From an optimization exercise on the open Yosys and OpenROAD flow, aimed at small area; shortcuts taken in it are not production practice.
RTL that was checked went through simulation tests only; none was proved equivalent to the original.
No driver is modelled on the clock port, so clock power and skew are understated where the tree is cut down; a real chip needs a root buffer or a tree.
Power is estimated from default activity; no workload was simulated.

==> flow/design.v <==
module term_project_top(
    input        CLK,
    input  [7:0] btn_sw,
    output [7:0] seg_COM,
    output [7:0] seg_DATA,
    output [7:0] led
);
    wire rst = btn_sw[3];
    reg  [2:0] bd;           
    reg  [7:0] value;        
    reg  [3:0] cnt;          
    reg  [4:0] idx;          
    reg  [4:0] rc;           
    reg  [7:0] P;            
    reg  [7:0] S0, S1, S2, S3, S4, S5, S6, S7;
    wire zr  = btn_sw[0] & ~bd[0];
    wire orr = btn_sw[1] & ~bd[1];
    wire nr  = btn_sw[2] & ~bd[2];
    wire done = idx[4];                 
    wire off  = done & idx[0];          
    wire acc9 = cnt[3] & cnt[0];        
    wire full = cnt[3] & ~cnt[0];       
    wire shift = (zr | orr) & ~full;
    wire bitv  = ~zr;
    wire [7:0] value_n = off ? 8'd0 : shift ? {value[6:0], bitv} : value;
    wire cap  = acc9 & ~done;           
    wire bph  = idx[3];                 
    wire first = (idx[3:0] == 4'd8);    
    wire [7:0] hsum;
    rca8 u_h(.a({P[6:0], 1'b0}), .b({8{bitv}} & S7), .s(hsum));
    wire [7:0] P_h = shift ? hsum : P;
    wire ge10 = (|S0[7:4]) | (S0[3] & (S0[2] | S0[1]));
    wire step = off & ge10;
    wire [7:0] addend  = done ? 8'hF6 : P_h;
    wire [7:0] acc_sum;
    rca8 u_a(.a(first ? 8'd0 : S0), .b(addend), .s(acc_sum));
    wire       t9 = P[3] & P[0];
    wire [3:0] tinc;
    inc #(4) u_t(.a(P[3:0]), .ci(1'b1), .s(tinc));
    wire [3:0] t1 = t9 ? 4'd0 : tinc;
    wire [1:0] h1;
    inc #(2) u_hh(.a(P[5:4]), .ci(t9), .s(h1));
    wire [4:0] rc_n, idx_n;
    wire [3:0] cnt_i;
    inc #(5) u_rc(.a(rc), .ci(1'b1), .s(rc_n));
    inc #(5) u_ix(.a(idx), .ci(1'b1), .s(idx_n));
    inc #(4) u_cn(.a(cnt & {~acc9, 2'b11, ~acc9}), .ci(shift), .s(cnt_i));
    always @(posedge CLK or posedge rst) begin
        if (rst) begin
            bd    <= 3'd0;
            value <= 8'd0;
            cnt   <= 4'd0;
            idx   <= 5'd0;
            rc    <= 5'd31;
        end else begin
            bd    <= btn_sw[2:0];
            value <= value_n;
            rc    <= rc_n;
            if (nr && full)
                cnt <= 4'd9;
            else
                cnt <= cnt_i;
            if (cap || (done && !idx[0]))
                idx <= idx_n;
        end
    end
    always @(posedge CLK) begin
        if (cap || step) begin
            S0 <= (bph || done) ? acc_sum : value_n;
        end
        if (cap) begin
            S1 <= S0; S2 <= S1; S3 <= S2;
            S4 <= S3; S5 <= S4; S6 <= S5; S7 <= S6;
        end
        if (done) begin
            if (!off)
                P <= 8'd0;
            else if (ge10)
                P <= {2'b00, h1, t1};
        end else if (cap)
            P <= {7'd0, S6[0] & value_n[0]};
        else
            P <= P_h;
    end
    wire       den = off & ~ge10;
    wire [1:0] s   = rc[3:2];
    wire       on  = den & ~rc[4] & ~(rc[3] & rc[2]);
    reg  [3:0] dig;
    always @(*) begin
        case (s)
            2'd0:    dig = S0[3:0];
            2'd1:    dig = P[3:0];
            default: dig = {2'b00, P[5:4]};
        endcase
    end
    reg [6:0] seg;
    always @(*) begin
        case (dig)
            4'd0: seg = 7'b1111110;
            4'd1: seg = 7'b0110000;
            4'd2: seg = 7'b1101101;
            4'd3: seg = 7'b1111001;
            4'd4: seg = 7'b0110011;
            4'd5: seg = 7'b1011011;
            4'd6: seg = 7'b1011111;
            4'd7: seg = 7'b1110000;
            4'd8: seg = 7'b1111111;
            default: seg = 7'b1111011;
        endcase
    end
    assign seg_DATA = {seg & {7{on}}, 1'b0};
    assign seg_COM  = {5'b11111, ~(on & (s == 2'd2)), ~(on & (s == 2'd1)),
                       ~(on & (s == 2'd0))};
    assign led = value;
endmodule
module rca8(
    input  [7:0] a,
    input  [7:0] b,
    output [7:0] s
);
    wire [8:0] c;
    assign c[0] = 1'b0;
    genvar i;
    generate
        for (i = 0; i < 8; i = i + 1) begin : g
            assign s[i]   = a[i] ^ b[i] ^ c[i];
            assign c[i+1] = (a[i] & b[i]) | (a[i] & c[i]) | (b[i] & c[i]);
        end
    endgenerate
endmodule
module inc #(parameter W = 4) (
    input  [W-1:0] a,
    input          ci,
    output [W-1:0] s
);
    wire [W:0] c;
    assign c[0] = ci;
    genvar i;
    generate
        for (i = 0; i < W; i = i + 1) begin : g
            assign s[i]   = a[i] ^ c[i];
            assign c[i+1] = a[i] & c[i];
        end
    endgenerate
endmodule
Settings: LEC_CHECK=0, CAP_MARGIN=20, CORE_MARGIN=2, CORE_UTILIZATION=40, CTS_BUF_LIST=sky130_fd_sc_hd__clkbuf_8, SLEW_MARGIN=20; clock period 12.0 ns.
standard.sh (not shown) runs the stock make flow with config.mk's settings and CLKGATE_MAP_FILE= SYNTH_SCRIPT=/design/flow/synth_recipe.tcl, a recipe that flattens the netlist after the stock synthesis.
==> flow/flow/run.sh <==
#!/bin/bash
# Layout flow: the standard ORFS flow (standard.sh), with three changes
# that only affect cell area:
#  - Yosys's abc maps the logic with an area-oriented script (flow/abc_area.script)
#    instead of ORFS's delay-oriented one; flip-flops are mapped by dfflibmap before
#    abc exactly as in the standard synthesis, so the registers are unchanged;
#  - the port buffers are sky130_fd_sc_hd__buf_1 (every port still gets one);
#  - clock tree synthesis inserts no dummy loads.
# Each tool's output goes to the ORFS logs under orfs/logs; make's own output
# goes to flow_make.log here.
set -euo pipefail
W=$PWD
F=$W/flow
{
  cat <<TCL
proc abc {args} {
  set i [lsearch \$args -script]
  if {\$i >= 0} { lset args [expr {\$i + 1}] $F/abc_area.script }
  yosys abc {*}\$args
}
TCL
  cat "$W/synth_recipe.tcl"
} > "$W/area_synth.tcl"
bash "$W/standard.sh" \
  SYNTH_SCRIPT="$W/area_synth.tcl" \
  BUFFER_PORTS_ARGS="-buffer_cell sky130_fd_sc_hd__buf_1" \
  CTS_ARGS="-sink_clustering_enable -repair_clock_nets -dont_use_dummy_load -buf_list sky130_fd_sc_hd__clkbuf_8 -sink_clustering_size 30 -sink_clustering_max_diameter 200" \
  finish > "$W/flow_make.log" 2>&1
==> flow/flow/abc_area.script <==
strash
dch -f
amap
topo
The starting point finished with timing, DRC and antenna clean.
Edit:
--- a/flow/flow/run.sh
+++ b/flow/flow/run.sh
@@ -27 +27 @@
-  CTS_ARGS="-sink_clustering_enable -repair_clock_nets -dont_use_dummy_load -buf_list sky130_fd_sc_hd__clkbuf_8 -sink_clustering_size 30 -sink_clustering_max_diameter 200" \
+  CTS_ARGS="-sink_clustering_enable -repair_clock_nets -dont_use_dummy_load -buf_list sky130_fd_sc_hd__clkbuf_8 -sink_clustering_size 20 -sink_clustering_max_diameter 200" \
Outcome:
- setup slack does not change
- total power stays the same
- via count does not change
- design area is unchanged
- worst hold slack does not change
- cell count is unchanged
- synthesized area stays the same
- utilization does not change
No functional check of the RTL was part of any run of this note.

========
alpha:
term_project_top, a different RTL version from the one above (not shown whole).
For scale: roughly 97 flip-flops, about 33 I/O pins, about 3900 um2 of cells after synthesis.
==> flow/config.mk <==
export PLATFORM = sky130hd
export DESIGN_NAME = term_project_top
export DESIGN_NICKNAME = term_project_top
export VERILOG_FILES = /design/flow/design.v
export SDC_FILE = /design/flow/constraint.sdc
export NUM_CORES = 4
export LEC_CHECK = 0
export CAP_MARGIN = 20
export CORE_MARGIN = 2
export CORE_UTILIZATION = 60
export CTS_BUF_LIST = sky130_fd_sc_hd__clkbuf_8
export SLEW_MARGIN = 20
==> flow/constraint.sdc <==
create_clock -name core_clock -period 12.0 [get_ports {CLK}]
set_input_delay 2.4000 -clock core_clock [delete_from_list [all_inputs] [get_ports {CLK}]]
set_output_delay 2.4000 -clock core_clock [all_outputs]
set_load 0.01 [all_outputs]
==> flow/flow/run.sh <==
#!/bin/bash
# Layout flow: the standard ORFS flow (standard.sh), with these changes
# that only affect cell area:
#  - Yosys's abc maps the logic with an area-oriented script (flow/abc_area.script)
#    instead of ORFS's delay-oriented one, and full/half adders are left to abc
#    (no ADDER_MAP_FILE step); flip-flops are mapped by dfflibmap before abc
#    exactly as in the standard synthesis, so the registers are unchanged;
#  - the port buffers are sky130_fd_sc_hd__buf_1 (every port still gets one);
#  - the constant outputs share one tie cell per value (SKIP_REPAIR_TIE_FANOUT);
#  - clock tree synthesis inserts no dummy loads, and flow/clk_merge.tcl then
#    regroups its 8 leaf buffers into 6 compact clusters (see that file).
# Each tool's output goes to the ORFS logs under orfs/logs; make's own output
# goes to flow_make.log here.
set -euo pipefail
W=$PWD
F=$W/flow
{
  cat <<TCL
proc abc {args} {
  set i [lsearch \$args -script]
  if {\$i >= 0} { lset args [expr {\$i + 1}] $F/abc_area.script }
  yosys abc {*}\$args
}
TCL
  cat "$W/synth_recipe.tcl"
} > "$W/area_synth.tcl"
bash "$W/standard.sh" \
  SYNTH_SCRIPT="$W/area_synth.tcl" \
  ADDER_MAP_FILE= \
  BUFFER_PORTS_ARGS="-buffer_cell sky130_fd_sc_hd__buf_1" \
  SKIP_REPAIR_TIE_FANOUT=1 \
  POST_CTS_TCL="$F/clk_merge.tcl" \
  CTS_ARGS="-sink_clustering_enable -repair_clock_nets -dont_use_dummy_load -buf_list sky130_fd_sc_hd__clkbuf_8" \
  finish > "$W/flow_make.log" 2>&1
==> flow/flow/abc_area.script <==
strash
resub -K 8
rewrite
refactor
balance
resub -K 10 -N 2
rewrite -z
refactor -z
resub -K 12 -N 2
balance
dch -f
amap
topo
Other scripts of this flow, unchanged in this note and not shown: flow/flow/clk_merge.tcl
The final layout from alpha, which completed every stage, passed the timing, DRC and antenna checks at the end of the flow.
#### Input delta (beta over alpha)
- swapping 60 for 75 in CORE_UTILIZATION
==> flow/flow/abc_area.script <==
strash
ifraig
resub -K 8 -N 2
rewrite -z
refactor -z
resub -K 10 -N 2
balance
dch -f
amap
topo
### Flow results
beta: full flow OK, the timing, DRC and antenna checks passed. Met2 routing resource usage after global routing delta for beta relative to alpha: 11 points higher. Comparing alpha and beta, the lower area growth from synthesis to final layout was measured on beta. Number of clock sinks: alpha vs beta identical. Of the two values seen for standard cell with the maximum stage delay on the critical path, sky130_fd_sc_hd__a2111oi_0 was produced by alpha and sky130_fd_sc_hd__or3_1 by beta. Initial cell density of the core ended up 16 points higher on beta than on alpha. Looking at depth of the critical timing path with buffers and inverters included, beta sits 1 below alpha. alpha → beta: initial antenna violation count has remained practically unchanged, first-iteration DRC count now larger, sequential share of layout area up 0.39 points. alpha leaves more setup margin than beta. Power: beta vs alpha down 14 uW. Die area: higher on alpha.
Modified inputs, gamma compared to beta
- CORE_UTILIZATION changed from 75 to 85
==> flow/flow/abc_area.script <==
strash
resub -K 8
rewrite
refactor
balance
resub -K 10 -N 2
rewrite -z
refactor -z
resub -K 12 -N 2
balance
dch -f
amap
topo
Results
[compare] base=beta new=gamma: sequential share of layout area rose 0.33 points, largest vdd supply drop rose 38%, count of filler cells inserted in the layout fell about 60%.
Compared gamma vs beta, and layout overhead on the synthesized area is down in gamma.
gamma: depth of the most critical reg-to-reg path lower than beta
Number of multi-input combinational cells in the layout (gamma over beta): decrease, about 2%
Of gamma and beta, beta shows the higher final area, with gamma below it.
What delta does differently from gamma at the input level:
- CORE_UTILIZATION: 85 -> 75
Findings:
delta does better than gamma on clock period minus worst slack. delta against gamma; wire length on met1 is down by a little under 10%. Design area was lower in the run labelled gamma. The lower met2 usage of delta and gamma is in delta. On detailed-route vias per instance: delta sits below gamma. Summary: wire length reported by the detailed router, delta better than gamma. | clock group power | delta vs gamma | ≈ equal |.

-- afterwards: timing with drivers on the ports --
How much do the figures lean on ideal ports? The routed layouts below were timed once more, with nothing changed but the port constraints.
Step 1, drivers: a clkbuf_16 drives CLK and a buf_2 each remaining input, both assumed.
Step 2 adds t to the input delays and takes it off the output delays; t is the mean of the earliest and latest rising clock arrival at the registers after step 1. Input paths then give back, and output paths get back, about the clock's delay inside the block.
Three values: ideal, step 1, step 2; two values: the first two.
| run | shift t [ns] | setup WS [ns] | worst setup path after step 2 |
|---|---|---|---|
| the first run of note 1 | 0.377 | 5.261 / 5.265 / 4.888 | input to register |
| the second run of note 1 | 0.377 | 5.261 / 5.265 / 4.888 | input to register |
| alpha | 0.448 | 3.242 / 3.218 / 3.218 | input to output |
| beta | 0.448 | 2.470 / 2.443 / 2.443 | input to output |
| gamma | 0.458 | 1.667 / 1.642 / 1.642 | input to output |
| delta | 0.433 | 2.745 / 2.721 / 2.721 | input to output |
After both steps setup and hold are still met in every run listed.
